Context: an optimization exercise on an open-source flow, tuned for small area, a short achievable clock period and few clock cycles per item. The choices shown serve that exercise and are no tape-out recipe. Function was checked by simulation only, so behaviour that the tests miss may differ from the original.

==> flow/design.v <==
module led_serial
   (
    clk,
    reset,
    keyi,
    datai,
    dataq,
    start,
    done);
   input          clk;
   input          reset;
   input  [127:0] keyi;
   input  [63:0]  datai;
   output [63:0]  dataq;
   input          start;
   output         done;
   reg  [63:0] state;
   reg  [5:0]  rc;      
   reg  [1:0]  cnt;     
   reg         ksel;    
   reg         busy;
   reg         done_r;  
   wire last = (rc == 6'h09);
   wire [63:0] s;
   wire [63:0] t;
   genvar i, r, c;
   generate
      for (i = 0; i < 16; i = i + 1) begin : g_sb
         led_sbox u_sb (.x(state[63-4*i -: 4]), .y(s[63-4*i -: 4]));
      end
      for (r = 0; r < 4; r = r + 1) begin : g_sr_r
         for (c = 0; c < 4; c = c + 1) begin : g_sr_c
            assign t[63-4*(r*4+c) -: 4] = s[63-4*(r*4 + (c+r)%4) -: 4];
         end
      end
   endgenerate
   wire [63:0] mc;
   generate
      for (c = 0; c < 4; c = c + 1) begin : g_mc
         wire [15:0] o;
         led_mcol u_mc (.i({t[63-4*c -: 4], t[63-4*(4+c) -: 4],
                            t[63-4*(8+c) -: 4], t[63-4*(12+c) -: 4]}), .o(o));
         assign mc[63-4*c -: 4]      = o[15:12];
         assign mc[63-4*(4+c) -: 4]  = o[11:8];
         assign mc[63-4*(8+c) -: 4]  = o[7:4];
         assign mc[63-4*(12+c) -: 4] = o[3:0];
      end
   endgenerate
   wire       step_end = (cnt == 2'd3);
   wire       use_k1 = ~busy | (step_end & ~ksel);
   wire       use_k2 = busy & step_end & ksel;
   wire [5:0] rca = busy ? rc : 6'h01;
   wire       addc = ~(busy & last);
   wire [63:0] cmask = addc ? {4'h8, 1'b0, rca[5:3], 8'h0,
                                4'h9, 1'b0, rca[2:0], 8'h0,
                                4'h2, 1'b0, rca[5:3], 8'h0,
                                4'h3, 1'b0, rca[2:0], 8'h0} : 64'h0;
   wire [63:0] mask = ({64{use_k1}} & keyi[127:64]) | ({64{use_k2}} & keyi[63:0]);
   wire [63:0] state_next = (busy ? mc : datai) ^ mask ^ cmask;
   always @(posedge clk)
     if (busy | start)
       state <= state_next;
   always @(posedge clk)
     if (start & ~busy) begin
        rc   <= 6'h03;
        cnt  <= 2'd0;
        ksel <= 1'b1;
     end else begin
        rc   <= {rc[4:0], rc[5] ^ rc[4] ^ 1'b1};
        cnt  <= cnt + 2'd1;
        if (step_end) ksel <= ~ksel;
     end
   wire busy_next = busy ? ~last : start;
   always @(posedge clk, posedge reset)
     if (reset) begin
        busy   <= 1'b0;
        done_r <= 1'b1;
     end else begin
        busy   <= busy_next;
        done_r <= ~busy_next;
     end
   assign done  = done_r;
   assign dataq = state;
endmodule
module led_sbox (x, y);
   input  [3:0] x;
   output [3:0] y;
   wire a = x[0] & ~x[2];
   wire b = x[3] & ~a;
   wire e = x[0] & x[1];
   wire f = x[2] | ~x[1];
   wire g = ~((f & ~x[0]) | x[3]) & ~e;
   wire h = x[3] ^ x[0];
   wire k = ~((~(x[3] & x[0]) | f) & (x[3] | x[1]));
   assign y[0] = h ^ (x[2] & ~x[1]);
   assign y[1] = ~((h & x[2]) | k);
   assign y[2] = ((b | ~e) & ~(b & ~x[1])) ^ x[2];
   assign y[3] = ~((f & b) | g);
endmodule
module led_mcol (i, o);
   input  [15:0] i;
   output [15:0] o;
   wire x0 = i[15] ^ i[7];
   wire x1 = i[10] ^ i[5];
   wire x2 = i[4] ^ i[3];
   wire x3 = i[9] ^ x0;
   wire x4 = i[6] ^ i[2];
   wire x5 = i[11] ^ i[0];
   wire x6 = i[14] ^ i[8];
   wire x7 = i[12] ^ i[1];
   wire x8 = x1 ^ x7;
   wire x9 = i[13] ^ x4;
   wire x10 = i[6] ^ x5;
   wire x11 = i[1] ^ x2;
   wire x12 = i[7] ^ x6;
   wire x13 = i[12] ^ i[4];
   wire x14 = i[14] ^ i[0];
   wire x15 = x3 ^ x8;
   wire x16 = i[5] ^ x11;
   wire x17 = x3 ^ x6;
   wire x18 = i[11] ^ x9;
   wire x19 = i[13] ^ i[9];
   wire x20 = i[9] ^ i[10];
   wire x21 = i[13] ^ i[6];
   wire x22 = i[12] ^ i[2];
   wire x23 = i[8] ^ i[3];
   wire x24 = i[15] ^ i[8];
   wire x25 = x4 ^ x14;
   wire x26 = x1 ^ x23;
   wire x27 = x2 ^ x5;
   wire x28 = x4 ^ x13;
   wire x29 = i[13] ^ x5;
   wire x30 = x13 ^ x20;
   wire x31 = x2 ^ x14;
   wire x32 = x22 ^ x24;
   wire x33 = i[10] ^ x2;
   wire x34 = i[0] ^ x1;
   wire x35 = i[4] ^ x1;
   wire x36 = x10 ^ x30;
   wire x37 = x3 ^ x31;
   wire x38 = x0 ^ x10;
   wire x39 = i[3] ^ x12;
   wire x40 = i[5] ^ x28;
   wire x41 = x12 ^ x34;
   wire x42 = x27 ^ x32;
   wire x43 = i[15] ^ x8;
   wire x44 = x21 ^ x26;
   wire x45 = x10 ^ x11;
   wire x46 = x25 ^ x35;
   wire x47 = x16 ^ x19;
   wire x48 = x9 ^ x41;
   wire x49 = x18 ^ x33;
   wire x50 = x17 ^ x40;
   wire x51 = x16 ^ x38;
   wire x52 = i[2] ^ x15;
   wire x53 = x15 ^ x29;
   wire x54 = x12 ^ x36;
   wire x55 = x3 ^ x44;
   wire x56 = x17 ^ x45;
   assign o[12] = x39;
   assign o[13] = x37;
   assign o[14] = x43;
   assign o[15] = x18;
   assign o[8] = x49;
   assign o[9] = x48;
   assign o[10] = x56;
   assign o[11] = x52;
   assign o[4] = x53;
   assign o[5] = x50;
   assign o[6] = x55;
   assign o[7] = x54;
   assign o[0] = x51;
   assign o[1] = x42;
   assign o[2] = x47;
   assign o[3] = x46;
endmodule
==> flow/flow/run.sh <==
#!/bin/bash
# Layout flow: the standard flow, with two changes.
#  1. Synthesis maps the logic with the ABC script flow/abc.script in place of
#     ORFS's abc_speed.script (same Yosys script, registers untouched).
#  2. The ports are buffered by the smallest buffer, sky130_fd_sc_hd__buf_1,
#     instead of the one buffer_ports picks by default.
set -euo pipefail
here=$(pwd)
rm -rf "$here/scripts_abc"
cp -r "$FLOW_HOME/scripts" "$here/scripts_abc"
cp "$here/flow/abc.script" "$here/scripts_abc/abc_speed.script"
bash standard.sh "SCRIPTS_DIR=$here/scripts_abc" synth > synth.log 2>&1
bash standard.sh "BUFFER_PORTS_ARGS=-buffer_cell sky130_fd_sc_hd__buf_1" finish > layout.log 2>&1
==> flow/flow/abc.script <==
&get -n
&st
&deepsyn -T 60
&dch
&nf -R 10
&put
==> flow/standard.sh <==
#!/bin/bash
# synth_recipe.tcl (not shown) runs the flow's synth.tcl, then flattens the netlist and writes it again
# the make line also repeats each setting of config.mk as NAME=value (left out here)
make -C /OpenROAD-flow-scripts/flow DESIGN_CONFIG=/design/flow/config.mk WORK_HOME=/design/flow/orfs CLKGATE_MAP_FILE= SYNTH_SCRIPT=/design/flow/synth_recipe.tcl "${@:-finish}"
==> flow/config.mk <==
export PLATFORM = sky130hd
export DESIGN_NAME = led_serial
export DESIGN_NICKNAME = led_serial
export VERILOG_FILES = /design/flow/design.v
export SDC_FILE = /design/flow/constraint.sdc
export NUM_CORES = 4
export LEC_CHECK = 0
export CAP_MARGIN = 20
export CORE_MARGIN = 2
export CORE_UTILIZATION = 40
export CTS_BUF_LIST = sky130_fd_sc_hd__clkbuf_8
export PLACE_DENSITY = 0.6
export SLEW_MARGIN = 20
==> flow/constraint.sdc <==
create_clock -name core_clock -period 10.0 [get_ports {clk}]
set_input_delay 2.0000 -clock core_clock [delete_from_list [all_inputs] [get_ports {clk}]]
set_output_delay 2.0000 -clock core_clock [all_outputs]
set_load 0.01 [all_outputs]
==> flow_summary.yaml, run 1 <==
drt:
  wl_per_cell_microns: 16.4
  antenna_left: 0
  first_pass_iters: 4
  vias: 6702
  viasPerCell: 5.01
  drc_errors: 0
  drt_iter0_markers: 232
  totalWireLength_mm: 21.9
sta:
  fin_skew_ns: 0.0136
  rsz0062_at_grt: "false"
  period_share_pct: 32.1
  fmax_mhz: 312
  holdWs_ns: 0.449
  final_hold_viol_count: 0
  maxSlewHeadroom_pct: 32.9
  worstMarginPinSlew_ns: 1.01
  setup_tns_ns: 0
  period_needed_ns: 3.21
  slew_violations: 0
  setup_viol: 0
setup_path:
  rr_startpoint: "state[32]$_DFFE_PP_"
  slowest_delay_ns: 0.63
  critPathMostFrequentCell: "xor2_1"
  start_kind: "register"
  slowest_stage: "a221oi_1"
  arrival_ns: 3.33
  worstPathRequired_ns: 10.12
  ff2ff_setup_slack_ns: 6.79
  path_cells: "ha_1 -> a221oi_1 -> xor2_1 -> xor2_1 -> xnor3_1 -> a21oi_1 -> xnor2_1"
  startpoint: "state[32]$_DFFE_PP_"
  path_max_fanout: 6
  cp-end-kind: "register"
  criticalPathCategory: "register to register"
floorplan:
  die_h_microns: 143
  placementRows: 50
  die_area_sq_um: 20400
  die-width_microns: 143
  initial_core_util_pct: 41.0
  core_sq_um: 18800
  io_pins: 260
min_path:
  hp-class: "register to register"
  min_from: "cnt[0]$_SDFF_PP0_"
yosys:
  synth.avg_cell_area_sq_um: 9.34
  syn-cell-area_sq_um: 7690
  ys_seq_area_share_pct: 28.0
  synth_cells: 824
  syn_nets: 1037
  ys_warn_count: 1
  ys_ff_latch: 75
  synth_cell_type_count: 29
final_layout:
  insertedDiodeCount: 0
  fillers: 1900
  layout_commonest_cell: "buf_1"
  mostFrequentLayoutCells: "buf_1 (259), xnor2_1 (241), xor2_1 (83), a22oi_1 (75), a21oi_1 (75)"
  utilization_pct: 49.3
  nets: 1311
  drive_gt1_share_pct: 2.27
  areaGrowthSynthToFinish_pct: 20.3
run_status:
  status: "finished clean"
global_routing:
  grt-ovfl-total: 0
  grt_pass1_vias: 6154
  track_usage_pct: 20.9
  grt_pass1_wl_mm: 32.5
  antenna_found_initial: 0
  grt_max_degree: 69
placement:
  place_congestion: 0.881
  portBuffers: 259
  dp.final_hpwl_mm: 17.5
clocking:
  postCtsSetupBuffers: 0
  insertion_delay_ns: 0.37
  h-tree-depth: 3
  clockRootBuffer: "clkbuf_8"
  cts_made_buffers: 9
  cts_tree: "built"
  cts.sinks: 75
  cts_hold_buf: 0
  cts_max_path_buffers: 2
  cts-resized-gates: 0
  clkTransAtPathRegs_ns: 0.09
flow_run:
  cap_violations: 0
-- critical path, delay by kind of cell (launching register included) --
kind | cells | cell delay [ns]
AOI/OAI and AO/OA | 2 | 0.81
adders and majority gates | 1 | 0.36
DFF | 1 | 0.48
xor gates and xnor gates | 4 | 1.31
-- metrics by stage --
| step | instances | instance area, sq um | worst slack, ns |
|---|---|---|---|
| 5_1_grt | 1337 | 9260 | 6.59 |
| 3_3_place_gp | 1321 | 9010 | 6.67 |
| 6_report | 1337 | 9260 | 6.79 |
| 2_1_floorplan | 824 | 7690 | 3.25 |
| 4_1_cts | 1337 | 9260 | 6.81 |
| 3_5_place_dp | 1321 | 9010 | 6.62 |
-- metal layers --
metal,global-route usage [%],share of wire [%],up-vias
met5,0,0,-
met4,5.26,1.3,0
met3,2.31,4.7,17
met2,35.0,47,184
met1,28.8,47,3050
li1,-,-,3451
-- worst paths after layout --
kind / cells after the start / endpoint
max in group asynchronous: 2 / done_r$_DFF_PP1_
min in group asynchronous: 2 / busy$_DFF_PP0_
worst max register to register: 7 / state[21]$_DFFE_PP_
worst max-delay path: 7 / state[21]$_DFFE_PP_
worst min-delay path: 1 / cnt[0]$_SDFF_PP0_
worst min register to register: 1 / cnt[0]$_SDFF_PP0_
-- synthesized netlist by cell type --
| library cell | number | area share [%] |
|---|---|---|
| nor3_1 | 1 | 0.065 |
| ha_1 | 18 | 2.9 |
| o21ai_0 | 46 | 3.0 |
| xnor3_1 | 8 | 2.3 |
| nor2b_1 | 40 | 3.3 |
| xnor2_1 | 241 | 27 |
| nand3_1 | 2 | 0.13 |
| and3_1 | 1 | 0.081 |
| mux2i_1 | 15 | 2.0 |
| xor3_1 | 3 | 0.93 |
| dfstp_2 | 1 | 0.34 |
| or3_1 | 1 | 0.081 |
| and2_0 | 6 | 0.49 |
| mux2_1 | 2 | 0.29 |
| clkinv_1 | 16 | 0.78 |
| nand2b_1 | 8 | 0.65 |
| xor2_1 | 83 | 9.4 |
| a21oi_1 | 75 | 4.9 |
| edfxtp_1 | 64 | 25 |
| dfxtp_1 | 9 | 2.3 |
| a221oi_1 | 3 | 0.34 |
| o22ai_1 | 9 | 0.73 |
| or2_0 | 1 | 0.081 |
| dfrtp_1 | 1 | 0.33 |
| nand2_1 | 22 | 1.1 |
| nand4_1 | 1 | 0.081 |
| a221o_1 | 2 | 0.26 |
| nor2_1 | 70 | 3.4 |
| a22oi_1 | 75 | 7.3 |
-- sequential cells by signal, indices dropped and copies added (netlist names) --
signal / count
busy: 1
cnt: 2
done_r: 1
ksel: 1
rc: 6
state: 64
-- layout make-up --
cell class,count,area [sq um],share of cell area [%]
multi-input cells,733,5500,59.4
repair buffers,263,1000,10.8
flip-flops and latches,75,2160,23.3
clock buffers,10,138,1.49
inverters,16,60.1,0.649
well taps,234,293,3.16
clock inverters,6,113,1.22
-- cell families after synthesis --
family          share of synthesized area, %
xor+xnor                                40.1
buf+inv                                0.781
compound gates                          16.5
flops                                   28.0
simple gates                            9.40
fa+ha+maj                               2.93
mux                                     2.24
Testbench counts, summed over its fixed seeds: cycles 2,352, items 48.
==> run 2: changes to the inputs <==
==> flow/flow/abc.script (replaced) <==
&get -n
&st
&deepsyn -T 60
&dch
&nf -R 25
&put
==> run 2 against run 1 <==
  * Register-to-register slack lost 0.18 ns
  * Final cell count grew 0.60%
  * Synthesized area shrank 2.3%
  * Largest cell class unchanged
==> flow_summary.yaml, run 2 <==
sta:
  fmax_mhz: 295
  final_hold_viol_count: 0
  fin_skew_ns: 0.0114
  maxSlewHeadroom_pct: 32.4
  setup_viol: 0
  slew_violations: 0
  setup_tns_ns: 0
  worstMarginPinSlew_ns: 1.01
  period_share_pct: 33.9
  period_needed_ns: 3.39
  rsz0062_at_grt: "false"
placement:
  dp.final_hpwl_mm: 17.3
  place_congestion: 0.899
  portBuffers: 259
  placed_cell_area_sq_um: 8830
yosys:
  synthSimpleGateAreaFrac_pct: 8.09
  synth_xor_area_share_pct: 39.5
  synth_common_cells: "xnor2_1 (253), xor2_1 (86), a22oi_1 (78)"
  synth_edf_count: 64
  synth_cells: 832
  synth_compound_area_share_pct: 18.2
  ys_seq_area_share_pct: 28.6
  ys_async_sr_fraction_pct: 2.67
  ys_warn_count: 1
  synth.avg_cell_area_sq_um: 9.04
  synth_ff_type: "edfxtp_1"
  synth-adder-area-share_pct: 3.00
  yosysMostFrequentCell: "xnor2_1"
  synth.mux.area_fraction_pct: 1.20
  synth_cell_type_count: 27
  yosys-top-cells-area: "xnor2_1 (29%), edfxtp_1 (26%), xor2_1 (10%)"
  syn_nets: 1045
  yosys.area.top_type: "xnor2_1"
  synth_top_area_share_pct: 29.5
  ys_ff_latch: 75
  synth_top_family_by_area: "XOR/XNOR gates"
  syn-cell-area_sq_um: 7520
global_routing:
  grt_max_degree: 79
  grt_pass1_wl_mm: 33.9
  track_usage_pct: 22.0
  antenna_found_initial: 0
  grt-ovfl-total: 0
  grt_pass1_vias: 6384
final_layout:
  top_register: "state"
  areaGrowthSynthToFinish_pct: 20.0
  layout_commonest_cell: "buf_1"
  final_area_sq_um: 9020
  insertedDiodeCount: 0
  reg_top3: "state (64), rc (6), cnt (2)"
  mostFrequentLayoutCells: "buf_1 (259), xnor2_1 (253), xor2_1 (86), a22oi_1 (78), nor2_1 (76)"
  nets: 1319
  drive_gt1_share_pct: 2.25
  largest_register_ffs: 64
drt:
  drt_iter0_markers: 324
  totalWireLength_mm: 22.5
  viasPerCell: 5.04
  drc_errors: 0
  wl_per_cell_microns: 16.7
  vias: 6785
  first_pass_iters: 5
  antenna_left: 0
floorplan:
  core_sq_um: 18600
  placementRows: 50
  die-width_microns: 141
  io_pins: 260
  die_area_sq_um: 19900
  initial_core_util_pct: 40.5
  die_h_microns: 141
clocking:
  clkTransAtPathRegs_ns: 0.10
  h-tree-depth: 3
  cts-resized-gates: 0
  insertion_delay_ns: 0.38
  postCtsSetupBuffers: 0
  cts_made_buffers: 9
  clockRootBuffer: "clkbuf_8"
  cts.sinks: 75
  cts_tree: "built"
  cts_max_path_buffers: 2
  cts_hold_buf: 0
setup_path:
  criticalPathCategory: "register to register"
  arrival_ns: 3.51
  path_max_fanout: 78
  cp-end-kind: "register"
  start_kind: "register"
  worstPathRequired_ns: 10.12
flow_run:
  cap_violations: 0
min_path:
  hp-class: "register to register"
run_status:
  status: "finished clean"
-- run 2: per-stage QoR --
step | utilization (%) | hold slack, ns | setup slack [ns] | instances
2_1_floorplan | - | 0.398 | 3.24 | 832
3_3_place_gp | 47.5 | 0.415 | 6.65 | 1329
3_5_place_dp | 47.5 | 0.422 | 6.65 | 1329
4_1_cts | 48.6 | 0.438 | 6.67 | 1345
5_1_grt | 48.6 | 0.461 | 6.35 | 1345
6_report | 48.6 | 0.434 | 6.61 | 1345
-- run 2: kinds of logic after synthesis --
family / count (synthesis)
AND/OR/NAND/NOR: 134
AO/OA/AOI/OAI: 229
XOR/XNOR: 339
adder cells (fa/ha/maj): 18
multiplexers: 9
buffers and inverters: 28
flip-flops: 75
-- run 2: critical path: stages, from the launching register on --
cell and delay (ns):
dfrtp_4 0.84, buf_4 0.72, and3_2 0.28, buf_4 0.62, a22oi_1 0.21, xnor2_1 0.26
xnor2_1 0.10
-- run 2: routing by layer --
layer  global-route usage (%)  wire (microns)  up-vias
li1                         -               -     3466
met1                     30.4           10500     3071
met2                     35.5           10300      228
met3                     3.16            1300       20
met4                     6.89             400        0
met5                        0               0        -
-- run 2: path summary, 6_finish.rpt --
check	to	slack, ns	start	depth (start not counted)
setup reg to reg	state[58]$_DFFE_PP_	6.61	busy$_DFF_PP0_	6
setup / recovery	state[58]$_DFFE_PP_	6.61	busy$_DFF_PP0_	6
hold / removal	cnt[0]$_SDFF_PP0_	0.43	cnt[0]$_SDFF_PP0_	1
max in group asynchronous	done_r$_DFF_PP1_	8.39	reset	2
min in group asynchronous	busy$_DFF_PP0_	1.42	reset	2
hold reg to reg	cnt[0]$_SDFF_PP0_	0.43	cnt[0]$_SDFF_PP0_	1
-- run 2: area by class of cell --
class / count / area (sq um)
Clock buffer: 9 / 124
Inverter: 28 / 105
Tap cell: 234 / 293
Fill cell: 1846 / 9560
Multi-Input combinational cell: 729 / 5280
Timing Repair Buffer: 263 / 1000
Clock inverter: 7 / 63.8
Sequential cell: 75 / 2160
==> run 3: changes to the inputs <==
==> flow/flow/abc.script (replaced) <==
&get -n
&st
&deepsyn -T 60
&dch
&nf -R 20
&put
==> run 3 against run 2 <==
  * Still clean
  * Synthesized area up 0.25%
  * Final cell count down 0.15%
  * Worst setup slack better by 0.21 ns
  * Critical endpoint is now state[20]$_DFFE_PP_
==> flow_summary.yaml, run 3 <==
final_layout:
  drive_gt1_share_pct: 2.07
  instances_no_fill: 1343
  top_register: "state"
  utilization_pct: 48.7
  layout_commonest_cell: "buf_1"
  insertedDiodeCount: 0
  reg_top3: "state (64), rc (6), cnt (2)"
  fillers: 1908
  seq_area_sq_um: 2160
  final_area_sq_um: 9050
  multi_input_area_sq_um: 5300
  mostFrequentLayoutCells: "buf_1 (259), xnor2_1 (253), xor2_1 (85), a22oi_1 (77), nor2_1 (72)"
  areaGrowthSynthToFinish_pct: 20.0
  largest_register_ffs: 64
  nets: 1317
drt:
  viasPerCell: 5.00
  dr_wl_met2_mm: 10.1
  wl_per_cell_microns: 15.9
  antenna_left: 0
  first_pass_iters: 4
  top_layer_used: "met4"
  totalWireLength_mm: 21.4
  m1WireLength_mm: 10.0
  drc_errors: 0
  drt_iter0_markers: 343
  vias: 6720
  wl_met3_mm: 1.04
yosys:
  synth_edf_count: 64
  synth_top_area_share_pct: 29.4
  synth_common_cells: "xnor2_1 (253), xor2_1 (85), a22oi_1 (77)"
  yosysMostFrequentCell: "xnor2_1"
  yosys-top-cells-area: "xnor2_1 (29%), edfxtp_1 (25%), xor2_1 (9.9%)"
  synth.avg_cell_area_sq_um: 9.08
  synth_cell_type_count: 29
  ys_ff_latch: 75
  syn_nets: 1043
  ys_seq_area_share_pct: 28.6
  ys_warn_count: 1
  synth_cells: 830
  ys_async_sr_fraction_pct: 2.67
  syn-cell-area_sq_um: 7540
  yosys.area.top_type: "xnor2_1"
  synth_ff_type: "edfxtp_1"
floorplan:
  die_h_microns: 141
  die-width_microns: 141
  io_pins: 260
  placementRows: 50
  core_sq_um: 18600
  initial_core_util_pct: 40.6
  die_area_sq_um: 20000
clocking:
  cts_max_path_buffers: 2
  insertion_delay_ns: 0.36
  postCtsSetupBuffers: 0
  cts_hold_buf: 0
  cts_made_buffers: 9
  clkTransAtPathRegs_ns: 0.09
  cts_tree: "built"
  cts.sinks: 75
  h-tree-depth: 3
  cts-resized-gates: 0
  clockRootBuffer: "clkbuf_8"
placement:
  place_congestion: 0.919
  portBuffers: 259
  pre_cts_ws_ns: 6.67
  dp.cells: 1327
  dp.final_hpwl_mm: 17.0
  placed_cell_area_sq_um: 8850
sta:
  rsz0062_at_grt: "false"
  slew_violations: 0
  period_needed_ns: 3.18
  setup_viol: 0
  setup_tns_ns: 0
  holdWs_ns: 0.431
  worstMarginPinSlew_ns: 0.993
  fmax_mhz: 315
  fin_skew_ns: 0.0117
  maxSlewHeadroom_pct: 33.8
  period_share_pct: 31.8
  final_hold_viol_count: 0
  setup_slack_ns: 6.82
global_routing:
  grt_pass1_vias: 6252
  antenna_found_initial: 0
  grt_max_degree: 82
  track_usage_pct: 21.0
  grt-ovfl-total: 0
  grt_pass1_wl_mm: 32.7
setup_path:
  path_max_fanout: 5
  start_kind: "register"
  criticalPathCategory: "register to register"
  arrival_ns: 3.29
  cp-end-kind: "register"
  worstPathRequired_ns: 10.12
flow_run:
  cap_violations: 0
run_status:
  status: "finished clean"
min_path:
  hp-class: "register to register"
==> run 3: changes by cell type after synthesis, moves of 2 or more <==
| cell | delta |
|---|---|
| nor2_1 | -4 |
| o21ai_0 | -4 |
| a21oi_1 | -3 |
| mux2i_1 | +4 |
| clkinv_1 | -2 |
| nor2b_1 | +4 |
| nand2_1 | +3 |
==> run 3: per-layer routing <==
metal	vias to the layer above	GRT usage [%]
met3	16	2.80
met1	3064	28.6
met5	-	0
met4	0	5.05
met2	185	35.5
li1	3455	-
==> run 3: layout make-up <==
| type | instances | area share, % |
|---|---|---|
| clock inverters | 6 | 0.636 |
| inverters | 26 | 1.08 |
| flip-flops and latches | 75 | 23.8 |
| clock buffers | 10 | 1.52 |
| repair buffers | 263 | 11.1 |
| multi-input cells | 729 | 58.6 |
| well taps | 234 | 3.24 |
==> run 3: path summary, 6_finish.rpt <==
check,start,endpoint,slack (ns),cells past startpoint
min in group asynchronous,reset,busy$_DFF_PP0_,1.44,2
min,cnt[0]$_SDFF_PP0_,cnt[0]$_SDFF_PP0_,0.43,1
max reg2reg,state[31]$_DFFE_PP_,state[20]$_DFFE_PP_,6.82,9
max,state[31]$_DFFE_PP_,state[20]$_DFFE_PP_,6.82,9
min reg2reg,cnt[0]$_SDFF_PP0_,cnt[0]$_SDFF_PP0_,0.43,1
max in group asynchronous,reset,done_r$_DFF_PP1_,8.38,2
==> run 3: cells by family after synthesis <==
logic type,synth area share (%)
buffers and inverters,1.29
xor gates and xnor gates,39.3
adders and majority gates,2.99
AOI/OAI and AO/OA,17.7
and+or+nand+nor,8.46
muxes,1.73
DFF,28.6
==> run 3: critical path: stages (launching register included) <==
cell and delay (ns):
edfxtp_1 0.47, ha_1 0.34, a22oi_1 0.16, o21ai_0 0.35, xnor2_1 0.61, xnor2_1 0.21
xnor2_1 0.33, xnor2_1 0.18, a21oi_1 0.11, xnor2_1 0.16
==> run 4: changes to the inputs <==
==> flow/flow/abc.script (replaced) <==
&get -n
&st
&deepsyn -T 60
&dch
&nf -R 20
&put
buffer -c
topo
stime -c
upsize -c
dnsize -c
==> run 4 against run 3 <==
  * Still clean
  * Global-route usage rose by 1.4 points
  * Fmax shrank 5.9%
  * Sequential share of layout area decreased by 0.58 points
  * Utilization decreased by 0.74 points
  * Largest cell class unchanged
==> flow_summary.yaml, run 4 <==
setup_path:
  worstPathRequired_ns: 10.13
  startpoint: "busy$_DFF_PP0_"
  reg2reg_depth: 6
  cp-end-kind: "register"
  rr_startpoint: "busy$_DFF_PP0_"
  arrival_ns: 3.50
  criticalPathCategory: "register to register"
  start_kind: "register"
  path_max_fanout: 85
yosys:
  syn_nets: 1072
  ys_ff_latch: 75
  ys_warn_count: 1
  synth_top_area_share_pct: 27.5
  ys_seq_area_share_pct: 27.6
  yosysMostFrequentCell: "xnor2_1"
  synth_cells: 859
  yosys.area.top_type: "xnor2_1"
  syn-cell-area_sq_um: 7810
  synth_cell_type_count: 38
  synth_common_cells: "xnor2_1 (245), a22oi_1 (77), xor2_1 (76)"
  synth_ff_type: "edfxtp_1"
  ys_async_sr_fraction_pct: 2.67
  synth_edf_count: 64
  synth.avg_cell_area_sq_um: 9.09
  yosys-top-cells-area: "xnor2_1 (27%), edfxtp_1 (25%), xor2_1 (8.5%)"
final_layout:
  seq_area_sq_um: 2160
  drive_gt1_share_pct: 4.15
  instances_no_fill: 1373
  insertedDiodeCount: 0
  nets: 1316
  utilization_pct: 48.0
  fillers: 1954
  multi_input_area_sq_um: 5470
  layout_commonest_cell: "buf_1"
  top_register: "state"
  largest_register_ffs: 64
  reg_top3: "state (64), rc (6), cnt (2)"
  final_area_sq_um: 9270
  mostFrequentLayoutCells: "buf_1 (259), xnor2_1 (245), a22oi_1 (77), xor2_1 (76), nor2_1 (72)"
  areaGrowthSynthToFinish_pct: 18.7
sta:
  slew_violations: 0
  setup_slack_ns: 6.63
  maxSlewHeadroom_pct: 31.3
  setup_viol: 0
  worstMarginPinSlew_ns: 1.03
  holdWs_ns: 0.436
  period_needed_ns: 3.37
  period_share_pct: 33.7
  fin_skew_ns: 0.00524
  final_hold_viol_count: 0
  rsz0062_at_grt: "false"
  setup_tns_ns: 0
  fmax_mhz: 296
floorplan:
  die_h_microns: 144
  placementRows: 51
  core_sq_um: 19300
  die_area_sq_um: 20700
  io_pins: 260
  die-width_microns: 144
  initial_core_util_pct: 40.4
clocking:
  cts-resized-gates: 0
  cts_made_buffers: 9
  clkTransAtPathRegs_ns: 0.09
  h-tree-depth: 3
  cts_tree: "built"
  cts.sinks: 75
  cts_max_path_buffers: 2
  postCtsSetupBuffers: 0
  cts_hold_buf: 0
  clockRootBuffer: "clkbuf_8"
  insertion_delay_ns: 0.37
placement:
  dp.final_hpwl_mm: 18.4
  portBuffers: 259
  place_congestion: 0.893
  dp.cells: 1357
  placed_cell_area_sq_um: 9050
  pre_cts_ws_ns: 6.60
global_routing:
  grt_max_degree: 86
  antenna_found_initial: 0
  grt-ovfl-total: 0
  track_usage_pct: 22.4
  grt_pass1_wl_mm: 35.3
  grt_pass1_vias: 6519
drt:
  antenna_left: 0
  totalWireLength_mm: 23.4
  drc_errors: 0
  first_pass_iters: 5
  wl_per_cell_microns: 17.1
  vias: 6866
  viasPerCell: 5.00
  drt_iter0_markers: 506
run_status:
  status: "finished clean"
min_path:
  hp-class: "register to register"
  min_from: "cnt[0]$_SDFF_PP0_"
  hold_depth: 1
flow_run:
  cap_violations: 0
## run 4: cell count changes after synthesis, moves of 8 or more
cell	change
xnor2_2	+8
inv_1	+26
clkbuf_1	+28
o21ai_1	+14
clkinv_1	-26
xnor2_1	-8
xor2_2	+9
xor2_1	-9
o21ai_0	-16
## run 4: path summary, 6_finish.rpt
kind | end | slack [ns]
min in group asynchronous | busy$_DFF_PP0_ | 1.44
max in group asynchronous | done_r$_DFF_PP1_ | 8.37
worst min register to register | cnt[0]$_SDFF_PP0_ | 0.44
worst max register to register | state[56]$_DFFE_PP_ | 6.63
worst min-delay path | cnt[0]$_SDFF_PP0_ | 0.44
worst max-delay path | state[56]$_DFFE_PP_ | 6.63
## run 4: logic make-up after synthesis
logic type	synth area share (%)
AOI/OAI and AO/OA	17.5
adders and majority gates	2.88
muxes	1.67
xor gates and xnor gates	39.5
buffers and inverters	2.64
DFF	27.6
and+or+nand+nor	8.23
## run 4: cell type report
type / count / area share [%]
Multi-Input combinational cell: 729 / 58.9
Tap cell: 265 / 3.58
Clock buffer: 10 / 1.48
Sequential cell: 75 / 23.3
Clock inverter: 6 / 0.958
Inverter: 26 / 1.05
Timing Repair Buffer: 262 / 10.7
## run 4: routing by layer
layer / track usage [%] / vias up / wire (microns)
met4: 7.74 / 0 / 572
met3: 3.53 / 32 / 1280
li1: - / 3447 / -
met2: 36.3 / 205 / 11000
met1: 30.4 / 3182 / 10600
met5: 0 / - / 0
## run 4: worst max-delay path, cell delays in order, from the launching register on
cell and delay [ns]:
dfrtp_4 0.78, buf_4 0.75, and3_2 0.51, buf_4 0.54, a22oi_1 0.20, xnor2_1 0.19, xnor2_1 0.12
==> run 5: changes to the inputs <==
==> flow/flow/abc.script (replaced) <==
&get -n
&st
&deepsyn -T 60
&dch
&nf -R 20
&put
--- a/flow/config.mk
+++ b/flow/config.mk
@@ -9,5 +9,5 @@
 export CORE_MARGIN = 2
-export CORE_UTILIZATION = 40
+export CORE_UTILIZATION = 60
 export CTS_BUF_LIST = sky130_fd_sc_hd__clkbuf_8
-export PLACE_DENSITY = 0.6
+export PLACE_DENSITY = 0.8
 export SLEW_MARGIN = 20
==> run 5 against run 4 <==
  * Final cell count down 7.0%
  * Via count up 0.47%
  * Synthesized cell count down 3.4%
  * Hold slack better by 0.0028 ns
  * Sequential share of layout area up 0.75 points
  * Synthesized area down 3.5%
  * Largest cell class unchanged
  * Global-route usage up 6.7 points
  * Die area down 35%
  * Fmax up 6.2%
==> flow_summary.yaml, run 5 <==
run_status:
  status: "finished clean"
setup_path:
  arrival_ns: 3.29
  ff2ff_setup_slack_ns: 6.82
  worstPathRequired_ns: 10.11
  path_cells: "nor2b_1 -> o21ai_0 -> xor2_1 -> xor2_1 -> o21ai_0 -> a21oi_1 -> a211oi_1 -> a21oi_1 -> xnor2_1"
  start_kind: "register"
  cp_num_buf_inv: 0
  path_max_fanout: 6
  slowest_stage: "o21ai_0"
  criticalPathCategory: "register to register"
  startpoint: "state[13]$_DFFE_PP_"
  crit_family: "compound AO/OA/AOI/OAI gates"
  cp-end-kind: "register"
  reg2reg_depth: 9
  rr_startpoint: "state[13]$_DFFE_PP_"
  rr_endpoint: "state[10]$_DFFE_PP_"
  slowest_delay_ns: 0.60
drt:
  wl_per_cell_microns: 15.6
  drt_iter0_markers: 459
  antenna_left: 0
  totalWireLength_mm: 19.9
  first_pass_iters: 5
  viasPerCell: 5.40
  drc_errors: 0
  vias: 6898
yosys:
  yosys-top-cells-area: "xnor2_1 (29%), edfxtp_1 (25%), xor2_1 (9.9%)"
  synth_top_area_share_pct: 29.4
  syn-cell-area_sq_um: 7540
  synth_common_cells: "xnor2_1 (253), xor2_1 (85), a22oi_1 (77)"
  ys_seq_area_share_pct: 28.6
  syn_nets: 1043
  yosysMostFrequentCell: "xnor2_1"
  ys_ff_latch: 75
  yosys.area.top_type: "xnor2_1"
  ys_warn_count: 1
  synth_cells: 830
  synth_ff_type: "edfxtp_1"
  synth_edf_count: 64
  synth_cell_type_count: 29
  ys_async_sr_fraction_pct: 2.67
  synth.avg_cell_area_sq_um: 9.08
sta:
  fin_skew_ns: 0.00511
  rsz0062_at_grt: "false"
  setup_tns_ns: 0
  holdWs_ns: 0.439
  setup_viol: 0
  setup_slack_ns: 6.82
  slew_violations: 0
  maxSlewHeadroom_pct: 38.5
  fmax_mhz: 315
  period_needed_ns: 3.18
  final_hold_viol_count: 0
  worstMarginPinSlew_ns: 0.923
  period_share_pct: 31.8
floorplan:
  initial_core_util_pct: 62.0
  placementRows: 40
  io_pins: 260
  die-width_microns: 116
  die_h_microns: 116
  core_sq_um: 12200
  die_area_sq_um: 13500
clocking:
  insertion_delay_ns: 0.36
  postCtsSetupBuffers: 0
  cts.sinks: 75
  clockRootBuffer: "clkbuf_8"
  cts_made_buffers: 9
  cts_tree: "built"
  cts_max_path_buffers: 2
  clkTransAtPathRegs_ns: 0.08
  cts-resized-gates: 0
  cts_hold_buf: 0
  h-tree-depth: 3
final_layout:
  drive_gt1_share_pct: 2.16
  insertedDiodeCount: 0
  fillers: 1016
  areaGrowthSynthToFinish_pct: 19.2
  reg_top3: "state (64), rc (6), cnt (2)"
  largest_register_ffs: 64
  nets: 1317
  top_register: "state"
  layout_commonest_cell: "buf_1"
  mostFrequentLayoutCells: "buf_1 (259), xnor2_1 (253), xor2_1 (85), a22oi_1 (77), nor2_1 (72)"
global_routing:
  grt_pass1_wl_mm: 30.3
  grt_use_met2_pct: 50.5
  track_usage_pct: 29.1
  met1_usage_pct: 37.3
  grt_pass1_vias: 6194
  grt_max_degree: 81
  grt-busiest-layer: "met2"
  grt-ovfl-total: 0
  met3_usage_pct: 5.29
  antenna_found_initial: 0
min_path:
  min_to: "cnt[0]$_SDFF_PP0_"
  min_from: "cnt[0]$_SDFF_PP0_"
  hold_depth: 1
  hp-class: "register to register"
placement:
  portBuffers: 259
  pre_cts_ws_ns: 6.72
  dp.final_hpwl_mm: 15.6
  place_congestion: 0.917
flow_run:
  cap_violations: 0
## run 5: cell count changes in the layout (fill, tap and decap cells not counted), sizes merged
| cell | change |
|---|---|
| nor2b | +4 |
| bufinv | -1 |
| and2b | -4 |
| clkinv | +25 |
| clkinvlp | +1 |
| buf | +1 |
| clkbuf | +2 |
| inv | -27 |
## run 5: how the worst max path moves through the flow
stage,endpoint,slack (ns),cells past startpoint
floorplan,state[40]$_DFFE_PP_,3.26,4
global placement,state[32]$_DFFE_PP_,6.75,2
detailed placement,done_r$_DFF_PP1_,6.72,4
CTS,state[10]$_DFFE_PP_,6.83,9
global route,state[12]$_DFFE_PP_,6.62,10
finish,state[10]$_DFFE_PP_,6.82,9
## run 5: cells by family (layout without fill, tap and decap cells)
logic type,after synthesis,after routing,synth area share [%]
compound gates,222,222,17.7
xor+xnor,338,338,39.3
fa+ha+maj,18,18,2.99
buf+inv,26,305,1.29
flops,75,75,28.6
mux,13,13,1.73
simple gates,138,138,8.46
## run 5: layout make-up
class | count | area (sq um) | area share [%]
Clock inverter | 4 | 48.8 | 0.543
Sequential cell | 75 | 2160 | 24.0
Multi-Input combinational cell | 729 | 5300 | 59.0
Tap cell | 168 | 210 | 2.34
Inverter | 26 | 97.6 | 1.09
Timing Repair Buffer | 263 | 1000 | 11.2
Clock buffer | 12 | 165 | 1.84
## run 5: worst reg2reg max path, stage by stage, from the launching register on
cell and delay [ns]:
edfxtp_1 0.51, nor2b_1 0.22, o21ai_0 0.60, xor2_1 0.51, xor2_1 0.32, o21ai_0 0.15, a21oi_1 0.25, a211oi_1 0.08
a21oi_1 0.21, xnor2_1 0.08
## run 5: metal layers
layer,vias up,wire [microns]
li1,3451,-
met1,3144,8560
met2,272,9580
met3,31,1400
met4,0,407
met5,-,0
## run 5: stage by stage
stage | utilization (%) | area (sq um) | instances
global placement | 72.1 | 8770 | 1261
global route | 73.9 | 8980 | 1277
floorplan | - | 7540 | 830
finish | 73.9 | 8980 | 1277
detailed placement | 72.1 | 8770 | 1261
CTS | 73.9 | 8980 | 1277
==> run 6: changes to the inputs <==
--- a/flow/flow/run.sh
+++ b/flow/flow/run.sh
@@ -12,2 +12,2 @@
 bash standard.sh "SCRIPTS_DIR=$here/scripts_abc" synth > synth.log 2>&1
-bash standard.sh "BUFFER_PORTS_ARGS=-buffer_cell sky130_fd_sc_hd__buf_1" finish > layout.log 2>&1
+bash standard.sh "BUFFER_PORTS_ARGS=-buffer_cell sky130_fd_sc_hd__buf_1" SETUP_SLACK_MARGIN=7.1 TNS_END_PERCENT=0 SETUP_MOVE_SEQUENCE=sizeup,swap finish > layout.log 2>&1
--- a/flow/config.mk
+++ b/flow/config.mk
@@ -9,5 +9,5 @@
 export CORE_MARGIN = 2
-export CORE_UTILIZATION = 60
+export CORE_UTILIZATION = 40
 export CTS_BUF_LIST = sky130_fd_sc_hd__clkbuf_8
-export PLACE_DENSITY = 0.8
+export PLACE_DENSITY = 0.6
 export SLEW_MARGIN = 20
==> run 6 against run 5 <==
  * Still clean
  * Clock skew grew 0.0089 ns
  * Critical path depth shrank 8
  * Hold slack lost 0.013 ns
  * Worst setup slack gained 0.057 ns
  * First-iteration DRC count shrank 31%
  * Synthesized area is the same
==> flow_summary.yaml, run 6 <==
global_routing:
  antenna_found_initial: 0
  grt_pass1_wl_mm: 33.5
  grt_max_degree: 82
  grt_pass1_vias: 6270
  track_usage_pct: 21.7
  grt-ovfl-total: 0
setup_path:
  slowest_delay_ns: 0.55
  path_max_fanout: 5
  cp-end-kind: "output port"
  arrival_ns: 1.12
  cp_num_buf_inv: 1
  worstPathRequired_ns: 8.00
  crit_family: "flip-flops"
  slowest_stage: "edfxtp_1"
  path_cells: "buf_1"
  criticalPathCategory: "register to output port"
  start_kind: "register"
final_layout:
  mostFrequentLayoutCells: "buf_1 (257), xnor2_1 (241), a22oi_1 (77), nor2_1 (72), a21oi_1 (71)"
  utilization_pct: 50.0
  nets: 1317
  largest_register_ffs: 64
  areaGrowthSynthToFinish_pct: 23.4
  final_area_sq_um: 9300
  layout_commonest_cell: "buf_1"
  drive_gt1_share_pct: 5.14
  insertedDiodeCount: 0
  top_register: "state"
  reg_top3: "state (64), rc (6), cnt (2)"
clocking:
  insertion_delay_ns: 0.38
  cts_tree: "built"
  cts_hold_buf: 0
  postCtsSetupBuffers: 0
  cts_max_path_buffers: 2
  clockRootBuffer: "clkbuf_8"
  clkTransAtPathRegs_ns: 0.08
  cts.sinks: 75
  cts_made_buffers: 9
  h-tree-depth: 3
yosys:
  synth_edf_count: 64
  synth.avg_cell_area_sq_um: 9.08
  ys_ff_latch: 75
  ys_async_sr_fraction_pct: 2.67
  yosys.area.top_type: "xnor2_1"
  synth_ff_type: "edfxtp_1"
  syn-cell-area_sq_um: 7540
  synth_common_cells: "xnor2_1 (253), xor2_1 (85), a22oi_1 (77)"
  ys_seq_area_share_pct: 28.6
  ys_warn_count: 1
  syn_nets: 1043
  synth_cells: 830
  yosysMostFrequentCell: "xnor2_1"
  synth_top_area_share_pct: 29.4
  yosys-top-cells-area: "xnor2_1 (29%), edfxtp_1 (25%), xor2_1 (9.9%)"
  synth_cell_type_count: 29
drt:
  wl_per_cell_microns: 16.8
  antenna_left: 0
  viasPerCell: 5.04
  drt_iter0_markers: 319
  totalWireLength_mm: 22.5
  vias: 6775
  first_pass_iters: 5
  drc_errors: 0
placement:
  place_congestion: 0.876
  placed_cell_area_sq_um: 8870
  dp.final_hpwl_mm: 17.5
  portBuffers: 259
flow_run:
  cap_violations: 0
sta:
  setup_tns_ns: 0
  period_share_pct: 31.2
  slew_violations: 0
  holdWs_ns: 0.426
  final_hold_viol_count: 0
  worstMarginPinSlew_ns: 0.979
  maxSlewHeadroom_pct: 34.7
  rsz0062_at_grt: "true"
  fin_skew_ns: 0.0140
  fmax_mhz: 320
  setup_viol: 0
  period_needed_ns: 3.12
floorplan:
  die-width_microns: 141
  placementRows: 50
  core_sq_um: 18600
  die_h_microns: 141
  io_pins: 260
  die_area_sq_um: 20000
  initial_core_util_pct: 40.6
min_path:
  hp-class: "register to register"
run_status:
  status: "finished clean"
## run 6: changes by cell type in the layout (fill, tap and decap cells not counted), moves of 10 or more
| cell | delta |
|---|---|
| xnor2_2 | +12 |
| xnor2_1 | -12 |
| xor2_2 | +14 |
| o21ai_1 | +10 |
| o21ai_0 | -10 |
| xor2_1 | -15 |
## run 6: worst paths after layout
check                                    start             endpoint  slack (ns)  cells after the start
hold / removal               cnt[0]$_SDFF_PP0_    cnt[0]$_SDFF_PP0_        0.43                      1
setup reg to reg            state[4]$_DFFE_PP_  state[19]$_DFFE_PP_        7.03                      8
hold reg to reg              cnt[0]$_SDFF_PP0_    cnt[0]$_SDFF_PP0_        0.43                      1
min in group asynchronous                reset       busy$_DFF_PP0_        1.42                      2
setup / recovery           state[35]$_DFFE_PP_            dataq[35]        6.88                      1
max in group asynchronous                reset     done_r$_DFF_PP1_        8.40                      2
## run 6: cell families after synthesis
group / Yosys count / share of synthesized area [%]
buffers and inverters: 26 / 1.29
adder cells (fa/ha/maj): 18 / 2.99
AO/OA/AOI/OAI: 222 / 17.7
flip-flops: 75 / 28.6
XOR/XNOR: 338 / 39.3
AND/OR/NAND/NOR: 138 / 8.46
multiplexers: 13 / 1.73
## run 6: per-stage QoR
step	setup slack (ns)	std cells
final	6.88	1343
after global routing	6.86	1343
after global placement	6.68	1327
after CTS	6.87	1343
after detailed placement	6.67	1327
after floorplan	5.01	830
## run 6: layout make-up
| type | instances | area [sq um] |
|---|---|---|
| multi-input cells | 729 | 5540 |
| repair buffers | 263 | 1010 |
| fillers | 1853 | 9280 |
| well taps | 234 | 293 |
| clock buffers | 11 | 151 |
| inverters | 26 | 98.8 |
| clock inverters | 5 | 46.3 |
| flip-flops and latches | 75 | 2160 |
## run 6: timing repair
item / in CTS / in global routing
resized for setup: 2 / 41
cloned: 0 / 0
endpoints found under the setup margin: 166 / 182
pin swaps: 0 / 4
## run 6: layer usage
| layer | part of all wire, % | wire length (microns) | global-route usage [%] |
|---|---|---|---|
| met1 | 46 | 10400 | 29.4 |
| met2 | 48 | 10700 | 36.8 |
| met3 | 5.0 | 1130 | 2.83 |
| met4 | 1.1 | 246 | 5.21 |
| met5 | 0 | 0 | 0 |
==> run 7: changes to the inputs <==
--- a/flow/flow/run.sh
+++ b/flow/flow/run.sh
@@ -12,2 +12,2 @@
 bash standard.sh "SCRIPTS_DIR=$here/scripts_abc" synth > synth.log 2>&1
-bash standard.sh "BUFFER_PORTS_ARGS=-buffer_cell sky130_fd_sc_hd__buf_1" SETUP_SLACK_MARGIN=7.1 TNS_END_PERCENT=0 SETUP_MOVE_SEQUENCE=sizeup,swap finish > layout.log 2>&1
+bash standard.sh "BUFFER_PORTS_ARGS=-buffer_cell sky130_fd_sc_hd__buf_1" SETUP_SLACK_MARGIN=6.95 TNS_END_PERCENT=0 SETUP_MOVE_SEQUENCE=sizeup,swap finish > layout.log 2>&1
==> run 7 against run 6 <==
  * Still clean on timing, DRC and antenna
  * Hold slack hardly changed
  * Die area stayed put
  * Largest cell class unchanged
==> flow_summary.yaml, run 7 <==
clocking:
  clockRootBuffer: "clkbuf_8"
  cts_hold_buf: 0
  postCtsSetupBuffers: 0
  cts_made_buffers: 9
  cts_tree: "built"
  cts_max_path_buffers: 2
  h-tree-depth: 3
  cts.sinks: 75
  clkTransAtPathRegs_ns: 0.08
  insertion_delay_ns: 0.38
min_path:
  hp-class: "register to register"
  min_to: "cnt[0]$_SDFF_PP0_"
  hold_depth: 1
  min_from: "cnt[0]$_SDFF_PP0_"
placement:
  dp.final_hpwl_mm: 17.5
  portBuffers: 259
  place_congestion: 0.876
  pre_cts_ws_ns: 6.67
  dp.cells: 1327
flow_run:
  cap_violations: 0
setup_path:
  criticalPathCategory: "register to output port"
  worstPathRequired_ns: 8.00
  start_kind: "register"
  rr_startpoint: "state[46]$_DFFE_PP_"
  path_cells: "buf_1"
  slowest_delay_ns: 0.54
  slowest_stage: "edfxtp_1"
  cp_num_buf_inv: 1
  ff2ff_setup_slack_ns: 6.96
  arrival_ns: 1.12
  cp-end-kind: "output port"
  crit_family: "flip-flops"
  reg2reg_depth: 9
  rr_endpoint: "state[16]$_DFFE_PP_"
  path_max_fanout: 5
yosys:
  yosys-top-cells-area: "xnor2_1 (29%), edfxtp_1 (25%), xor2_1 (9.9%)"
  synth_cells: 830
  syn-cell-area_sq_um: 7540
  synth_edf_count: 64
  synth_common_cells: "xnor2_1 (253), xor2_1 (85), a22oi_1 (77)"
  syn_nets: 1043
  ys_warn_count: 1
  synth.avg_cell_area_sq_um: 9.08
  synth_top_area_share_pct: 29.4
  synth_ff_type: "edfxtp_1"
  yosysMostFrequentCell: "xnor2_1"
  yosys.area.top_type: "xnor2_1"
  ys_ff_latch: 75
  ys_seq_area_share_pct: 28.6
  synth_cell_type_count: 29
  ys_async_sr_fraction_pct: 2.67
sta:
  setup_viol: 0
  slew_violations: 0
  rsz0062_at_grt: "true"
  period_share_pct: 31.2
  holdWs_ns: 0.426
  final_hold_viol_count: 0
  setup_tns_ns: 0
  period_needed_ns: 3.12
  worstMarginPinSlew_ns: 0.975
  fin_skew_ns: 0.0132
  maxSlewHeadroom_pct: 35.0
  fmax_mhz: 321
  setup_slack_ns: 6.88
final_layout:
  drive_gt1_share_pct: 3.34
  insertedDiodeCount: 0
  mostFrequentLayoutCells: "buf_1 (259), xnor2_1 (251), a22oi_1 (77), xor2_1 (77), nor2_1 (72)"
  top_register: "state"
  instances_no_fill: 1343
  largest_register_ffs: 64
  nets: 1317
  areaGrowthSynthToFinish_pct: 21.4
  layout_commonest_cell: "buf_1"
  reg_top3: "state (64), rc (6), cnt (2)"
drt:
  antenna_left: 0
  drt_iter0_markers: 371
  drc_errors: 0
  totalWireLength_mm: 22.4
  wl_per_cell_microns: 16.7
  first_pass_iters: 5
  viasPerCell: 5.05
  vias: 6777
global_routing:
  antenna_found_initial: 0
  grt_pass1_vias: 6270
  track_usage_pct: 21.7
  grt-ovfl-total: 0
  grt_pass1_wl_mm: 33.5
  grt_max_degree: 82
floorplan:
  core_sq_um: 18600
  die_area_sq_um: 20000
  die-width_microns: 141
  initial_core_util_pct: 40.6
  placementRows: 50
  die_h_microns: 141
  io_pins: 260
run_status:
  status: "finished clean"
[run 7: cell counts after synthesis]
No cell type changed its count.
[run 7: area by class of cell]
class                      instances  area [sq um]
fill                            1873          9430
multi-input combinational        729          5400
sequential                        75          2160
timing repair buffer             263          1010
tap                              234           293
clock buffer                      11           151
inverter                          26          98.8
clock inverter                     5          46.3
[run 7: worst max-delay path by stage]
stage / startpoint / endpoint / slack [ns] / cells after the start
after floorplan: cnt[1]$_SDFF_PP0_ / state[40]$_DFFE_PP_ / 5.01 / 6
after global placement: start / done_r$_DFF_PP1_ / 6.68 / 4
after detailed placement: start / state[61]$_DFFE_PP_ / 6.67 / 2
after CTS: state[33]$_DFFE_PP_ / dataq[33] / 6.87 / 1
after global routing: state[28]$_DFFE_PP_ / state[36]$_DFFE_PP_ / 6.74 / 10
final: state[33]$_DFFE_PP_ / dataq[33] / 6.88 / 1
[run 7: per-stage QoR]
stage               util (%)  instance area (sq um)
floorplan                  -                   7560
global placement        47.7                   8870
detailed placement      47.7                   8870
CTS                     48.9                   9080
global route            49.3                   9150
finish                  49.3                   9150
[run 7: logic make-up (layout without fill, tap and decap cells)]
| logic type | after synthesis | after routing | synth area share (%) |
|---|---|---|---|
| buffers and inverters | 26 | 305 | 1.29 |
| AO/OA/AOI/OAI | 222 | 222 | 17.7 |
| XOR/XNOR | 338 | 338 | 39.3 |
| adder cells (fa/ha/maj) | 18 | 18 | 2.99 |
| flip-flops | 75 | 75 | 28.6 |
| AND/OR/NAND/NOR | 138 | 138 | 8.46 |
| multiplexers | 13 | 13 | 1.73 |
[run 7: layer usage]
| layer | share of wire [%] | global-route usage, % | vias to the layer above | routed length (microns) |
|---|---|---|---|---|
| li1 | - | - | 3446 | - |
| met1 | 46 | 29.4 | 3120 | 10300 |
| met2 | 48 | 36.8 | 194 | 10700 |
| met3 | 5.1 | 2.83 | 17 | 1150 |
| met4 | 1.1 | 5.21 | 0 | 246 |
| met5 | 0 | 0 | - | 0 |
[run 7: what timing repair did]
action / in CTS / in global routing
gates resized for setup: 2 / 13
endpoints found under the setup margin: 39 / 154
pin swaps: 0 / 1
==> run 8: changes to the inputs <==
--- a/flow/flow/run.sh
+++ b/flow/flow/run.sh
@@ -1,3 +1,3 @@
 #!/bin/bash
-# Layout flow: the standard flow, with two changes.
+# Layout flow: the standard flow, with three changes.
 #  1. Synthesis maps the logic with the ABC script flow/abc.script in place of
@@ -6,2 +6,6 @@
 #     instead of the one buffer_ports picks by default.
+#  3. The resizer's setup repair aims at 6.95 ns of slack on the worst path
+#     only (TNS_END_PERCENT=0), by upsizing gates and swapping pins (no new
+#     buffers). The SDC and the clock period are the standard flow's, unchanged.
+# Each step writes its full output to a log file of its own here.
 set -euo pipefail
==> run 8 against run 7 <==
  * Still clean on timing, DRC and antenna
  * Die area unchanged
  * Clock-buffer cell count unchanged
  * Clock skew unchanged
  * First-iteration DRC count unchanged
  * Worst setup slack unchanged
==> flow_summary.yaml, run 8 <==
clocking:
  insertion_delay_ns: 0.38
  cts_max_path_buffers: 2
  cts_made_buffers: 9
  cts.sinks: 75
  clockRootBuffer: "clkbuf_8"
  clkTransAtPathRegs_ns: 0.08
  postCtsSetupBuffers: 0
  cts_tree: "built"
  h-tree-depth: 3
  cts_hold_buf: 0
yosys:
  synthSimpleGateAreaFrac_pct: 8.46
  ys_warn_count: 1
  yosysMostFrequentCell: "xnor2_1"
  synth_compound_area_share_pct: 17.7
  synth_ff_type: "edfxtp_1"
  synth_xor_area_share_pct: 39.3
  ys_ff_latch: 75
  ys_async_sr_fraction_pct: 2.67
  synth.avg_cell_area_sq_um: 9.08
  synth_top_family_by_area: "XOR/XNOR gates"
  synth_common_cells: "xnor2_1 (253), xor2_1 (85), a22oi_1 (77)"
  synth_cells: 830
  yosys-top-cells-area: "xnor2_1 (29%), edfxtp_1 (25%), xor2_1 (9.9%)"
  syn_nets: 1043
  synth.mux.area_fraction_pct: 1.73
  synth_edf_count: 64
  synth_top_area_share_pct: 29.4
  yosys.area.top_type: "xnor2_1"
  synth_cell_type_count: 29
  synth-adder-area-share_pct: 2.99
  ys_seq_area_share_pct: 28.6
  syn-cell-area_sq_um: 7540
setup_path:
  slowest_stage: "edfxtp_1"
  arrival_ns: 1.12
  path_cells: "buf_1"
  worstPathRequired_ns: 8.00
  criticalPathCategory: "register to output port"
  slowest_delay_ns: 0.54
  path_max_fanout: 5
  cp_num_buf_inv: 1
  cp-end-kind: "output port"
  crit_family: "flip-flops"
  start_kind: "register"
sta:
  maxSlewHeadroom_pct: 35.0
  period_needed_ns: 3.12
  period_share_pct: 31.2
  worstMarginPinSlew_ns: 0.975
  setup_viol: 0
  fin_skew_ns: 0.0132
  fmax_mhz: 321
  slew_violations: 0
  setup_slack_ns: 6.88
  setup_tns_ns: 0
  final_hold_viol_count: 0
  rsz0062_at_grt: "true"
global_routing:
  grt_pass1_vias: 6270
  track_usage_pct: 21.7
  antenna_found_initial: 0
  grt-ovfl-total: 0
  grt_pass1_wl_mm: 33.5
  grt_max_degree: 82
placement:
  portBuffers: 259
  place_congestion: 0.876
  dp.final_hpwl_mm: 17.5
  pre_cts_ws_ns: 6.67
drt:
  viasPerCell: 5.05
  antenna_left: 0
  drc_errors: 0
  totalWireLength_mm: 22.4
  first_pass_iters: 5
  wl_per_cell_microns: 16.7
  vias: 6777
  drt_iter0_markers: 371
final_layout:
  nets: 1317
  drive_gt1_share_pct: 3.34
  reg_top3: "state (64), rc (6), cnt (2)"
  mostFrequentLayoutCells: "buf_1 (259), xnor2_1 (251), a22oi_1 (77), xor2_1 (77), nor2_1 (72)"
  largest_register_ffs: 64
  layout_commonest_cell: "buf_1"
  top_register: "state"
  areaGrowthSynthToFinish_pct: 21.4
  insertedDiodeCount: 0
flow_run:
  cap_violations: 0
floorplan:
  io_pins: 260
  initial_core_util_pct: 40.6
  placementRows: 50
  core_sq_um: 18600
  die-width_microns: 141
  die_area_sq_um: 20000
  die_h_microns: 141
run_status:
  status: "finished clean"
min_path:
  hp-class: "register to register"
[run 8: cell families (layout without fill, tap and decap cells)]
group / count (synthesis) / after routing
adder cells (fa/ha/maj): 18 / 18
XOR/XNOR: 338 / 338
flip-flops: 75 / 75
buffers and inverters: 26 / 305
AO/OA/AOI/OAI: 222 / 222
multiplexers: 13 / 13
AND/OR/NAND/NOR: 138 / 138
[run 8: area by class of cell]
class | instances | area, sq um
clock buffer | 11 | 151
clock inverter | 5 | 46.3
fill | 1873 | 9430
inverter | 26 | 98.8
multi-input combinational | 729 | 5400
sequential | 75 | 2160
tap | 234 | 293
timing repair buffer | 263 | 1010
[run 8: final timing paths]
| path | start | endpoint | slack [ns] | depth (start not counted) |
|---|---|---|---|---|
| max | state[33]$_DFFE_PP_ | dataq[33] | 6.88 | 1 |
| min | cnt[0]$_SDFF_PP0_ | cnt[0]$_SDFF_PP0_ | 0.43 | 1 |
| max reg2reg | state[46]$_DFFE_PP_ | state[16]$_DFFE_PP_ | 6.96 | 9 |
| min reg2reg | cnt[0]$_SDFF_PP0_ | cnt[0]$_SDFF_PP0_ | 0.43 | 1 |
| max in group asynchronous | reset | done_r$_DFF_PP1_ | 8.40 | 2 |
| min in group asynchronous | reset | busy$_DFF_PP0_ | 1.42 | 2 |
[run 8: timing repair]
| action | in CTS | in global routing |
|---|---|---|
| resized for setup | 2 | 13 |
| endpoints found under the setup margin | 39 | 154 |
| endpoints found under the hold margin | 0 | 0 |
| pin swaps | 0 | 1 |
[run 8: through the flow]
| step | utilization (%) | hold slack (ns) | cells | area, sq um |
|---|---|---|---|---|
| after floorplan | - | 0.407 | 830 | 7560 |
| after global placement | 47.7 | 0.414 | 1327 | 8870 |
| after detailed placement | 47.7 | 0.420 | 1327 | 8870 |
| after CTS | 48.9 | 0.431 | 1343 | 9080 |
| after global routing | 49.3 | 0.439 | 1343 | 9150 |
| final | 49.3 | 0.426 | 1343 | 9150 |
[run 8: per-layer routing]
layer	routed length [microns]	global-route usage [%]	part of all wire [%]
met2	10700	36.8	48
met1	10300	29.4	46
met5	0	0	0
met3	1150	2.83	5.1
met4	246	5.21	1.1
[run 8: worst reg2reg max path: stages, from the launching register on]
cell,delay (ns)
edfxtp_1,0.49
o21ai_0,0.30
mux2i_1,0.27
xor2_1,0.40
xnor2_1,0.25
xnor2_1,0.33
xnor2_1,0.17
xnor2_1,0.29
a21oi_1,0.12
xnor2_1,0.17
==> run 9: changes to the inputs <==
--- a/flow/config.mk
+++ b/flow/config.mk
@@ -10,3 +10,2 @@
 export CORE_UTILIZATION = 40
-export CTS_BUF_LIST = sky130_fd_sc_hd__clkbuf_8
 export PLACE_DENSITY = 0.6
==> run 9 against run 8 <==
  * Still clean on timing, DRC and antenna
  * First-iteration DRC count fell by 7.5%
  * Sequential share of layout area fell by 0.44 points
  * Worst setup slack improved by 0.036 ns
  * Critical path type unchanged
  * Critical endpoint unchanged
  * Largest cell class unchanged
  * Highest routed layer unchanged
==> flow_summary.yaml, run 9 <==
floorplan:
  die_area_sq_um: 20000
  initial_core_util_pct: 40.6
  io_pins: 260
  die_h_microns: 141
  placementRows: 50
setup_path:
  worstPathRequired_ns: 8.00
  reg2reg_depth: 8
  rr_endpoint: "state[4]$_DFFE_PP_"
  start_kind: "register"
  arrival_ns: 1.08
  cp.depth: 1
  slowest_delay_ns: 0.54
sta:
  period_needed_ns: 3.08
  worstMarginPinSlew_ns: 0.979
  final_hold_viol_count: 0
  setup_tns_ns: 0
  slew_violations: 0
  fin_skew_ns: 0.00951
  maxSlewHeadroom_pct: 34.7
  setup_slack_ns: 6.92
final_layout:
  top_register: "state"
  nets: 1317
  fillers: 1851
  largest_register_ffs: 64
  layout_commonest_cell: "buf_1"
  seq_area_sq_um: 2160
  insertedDiodeCount: 0
  final_area_sq_um: 9330
  reg_top3: "state (64), rc (6), cnt (2)"
  drive_gt1_share_pct: 4.15
placement:
  portBuffers: 259
  placed_cell_area_sq_um: 8870
  dp.final_hpwl_mm: 17.5
  pre_cts_ws_ns: 6.67
  dp.cells: 1327
clocking:
  h-tree-depth: 3
  cts_max_path_buffers: 2
  cts_hold_buf: 0
  cts_tree: "built"
  insertion_delay_ns: 0.35
  clkTransAtPathRegs_ns: 0.06
  cts_made_buffers: 9
yosys:
  synth_common_cells: "xnor2_1 (253), xor2_1 (85), a22oi_1 (77)"
  yosys-top-cells-area: "xnor2_1 (29%), edfxtp_1 (25%), xor2_1 (9.9%)"
  synth.avg_cell_area_sq_um: 9.08
  syn_nets: 1043
  yosysMostFrequentCell: "xnor2_1"
  syn-cell-area_sq_um: 7540
  synth_top_area_share_pct: 29.4
  synth.mux.area_fraction_pct: 1.73
  synth_ff_type: "edfxtp_1"
  ys_ff_latch: 75
  synth-adder-area-share_pct: 2.99
  yosys.area.top_type: "xnor2_1"
  synth_compound_area_share_pct: 17.7
  synth_cell_type_count: 29
  synth_top_family_by_area: "XOR/XNOR gates"
  ys_async_sr_fraction_pct: 2.67
  ys_warn_count: 1
drt:
  totalWireLength_mm: 22.6
  antenna_left: 0
  vias: 6802
  viasPerCell: 5.06
  drt_iter0_markers: 343
  wl_per_cell_microns: 16.8
run_status:
  status: "finished clean"
global_routing:
  grt_pass1_wl_mm: 33.8
  track_usage_pct: 21.9
  antenna_found_initial: 0
min_path:
  hold_depth: 1
[run 9: area by class of cell]
cell class / count / area share, %
sequential: 75 / 23.2
tap: 234 / 3.14
clock inverter: 1 / 0.0537
clock buffer: 15 / 3.10
timing repair buffer: 263 / 10.8
inverter: 26 / 1.06
multi-input combinational: 729 / 58.7
[run 9: worst max-delay path by stage]
stage                                   start             endpoint  slack, ns
after detailed placement                start  state[61]$_DFFE_PP_       6.67
after global routing      state[48]$_DFFE_PP_  state[19]$_DFFE_PP_       6.76
after floorplan             cnt[1]$_SDFF_PP0_  state[40]$_DFFE_PP_       5.01
final                     state[33]$_DFFE_PP_            dataq[33]       6.92
after CTS                 state[33]$_DFFE_PP_            dataq[33]       6.91
after global placement                  start     done_r$_DFF_PP1_       6.68
[run 9: timing repair]
action / in CTS / in global routing
setup buffers: 0 / 0
gates resized for setup: 4 / 21
setup endpoints to repair: 15 / 116
pin swaps: 0 / 3
[run 9: cell families (layout without fill, tap and decap cells)]
family / count (synthesis) / after routing
fa+ha+maj: 18 / 18
buf+inv: 26 / 305
xor+xnor: 338 / 338
mux: 13 / 13
flops: 75 / 75
compound gates: 222 / 222
simple gates: 138 / 138
[run 9: metal layers]
layer / vias up / wire length, microns / global-route usage [%]
li1: 3445 / - / -
met1: 3141 / 10300 / 29.7
met2: 200 / 10900 / 37.1
met3: 16 / 1110 / 3.04
met4: 0 / 272 / 5.42
met5: - / 0 / 0

re-timing with driven ports:
The flow's constraints put no driver on any port. The routed layouts listed below were extracted and timed again, unchanged, in two steps.
Step 1 sets driving cells, clkbuf_16 on the clock port and buf_2 on the other inputs (assumed; they add their load-dependent delay and slew).
Step 2 adds t to the input delays and takes it off the output delays; t is the mean of the earliest and latest rising clock arrival at the registers after step 1. Input paths then give back, and output paths get back, about the clock's delay inside the block.
Three values: no drivers, after step 1, after step 2; two values: the first two.
| run | t (ns) | setup slack, ns | worst register clock-pin slew, ns | worst slew at a driven data input, ns |
|---|---|---|---|---|
| run 1 | 0.398 | 6.793 / 6.793 / 6.674 | 0.09 / 0.09 | 0.04 |
| run 2 | 0.413 | 6.611 / 6.611 / 6.611 | 0.10 / 0.10 | 0.06 |
| run 3 | 0.394 | 6.823 / 6.823 / 6.685 | 0.09 / 0.09 | 0.04 |
| run 4 | 0.405 | 6.626 / 6.626 / 6.626 | 0.09 / 0.09 | 0.05 |
| run 5 | 0.392 | 6.822 / 6.822 / 6.751 | 0.08 / 0.08 | 0.05 |
| run 6 | 0.406 | 6.879 / 6.844 / 6.692 | 0.09 / 0.09 | 0.07 |
| run 7 | 0.406 | 6.882 / 6.847 / 6.694 | 0.09 / 0.09 | 0.08 |
| run 8 | 0.406 | 6.882 / 6.847 / 6.694 | 0.09 / 0.09 | 0.08 |
| run 9 | 0.387 | 6.918 / 6.871 / 6.688 | 0.06 / 0.06 | 0.07 |
After both steps setup and hold are still met in every run listed. The setup slack of run 9, which loses most, moves by -0.047 ns with the drivers and by -0.230 ns with both steps.
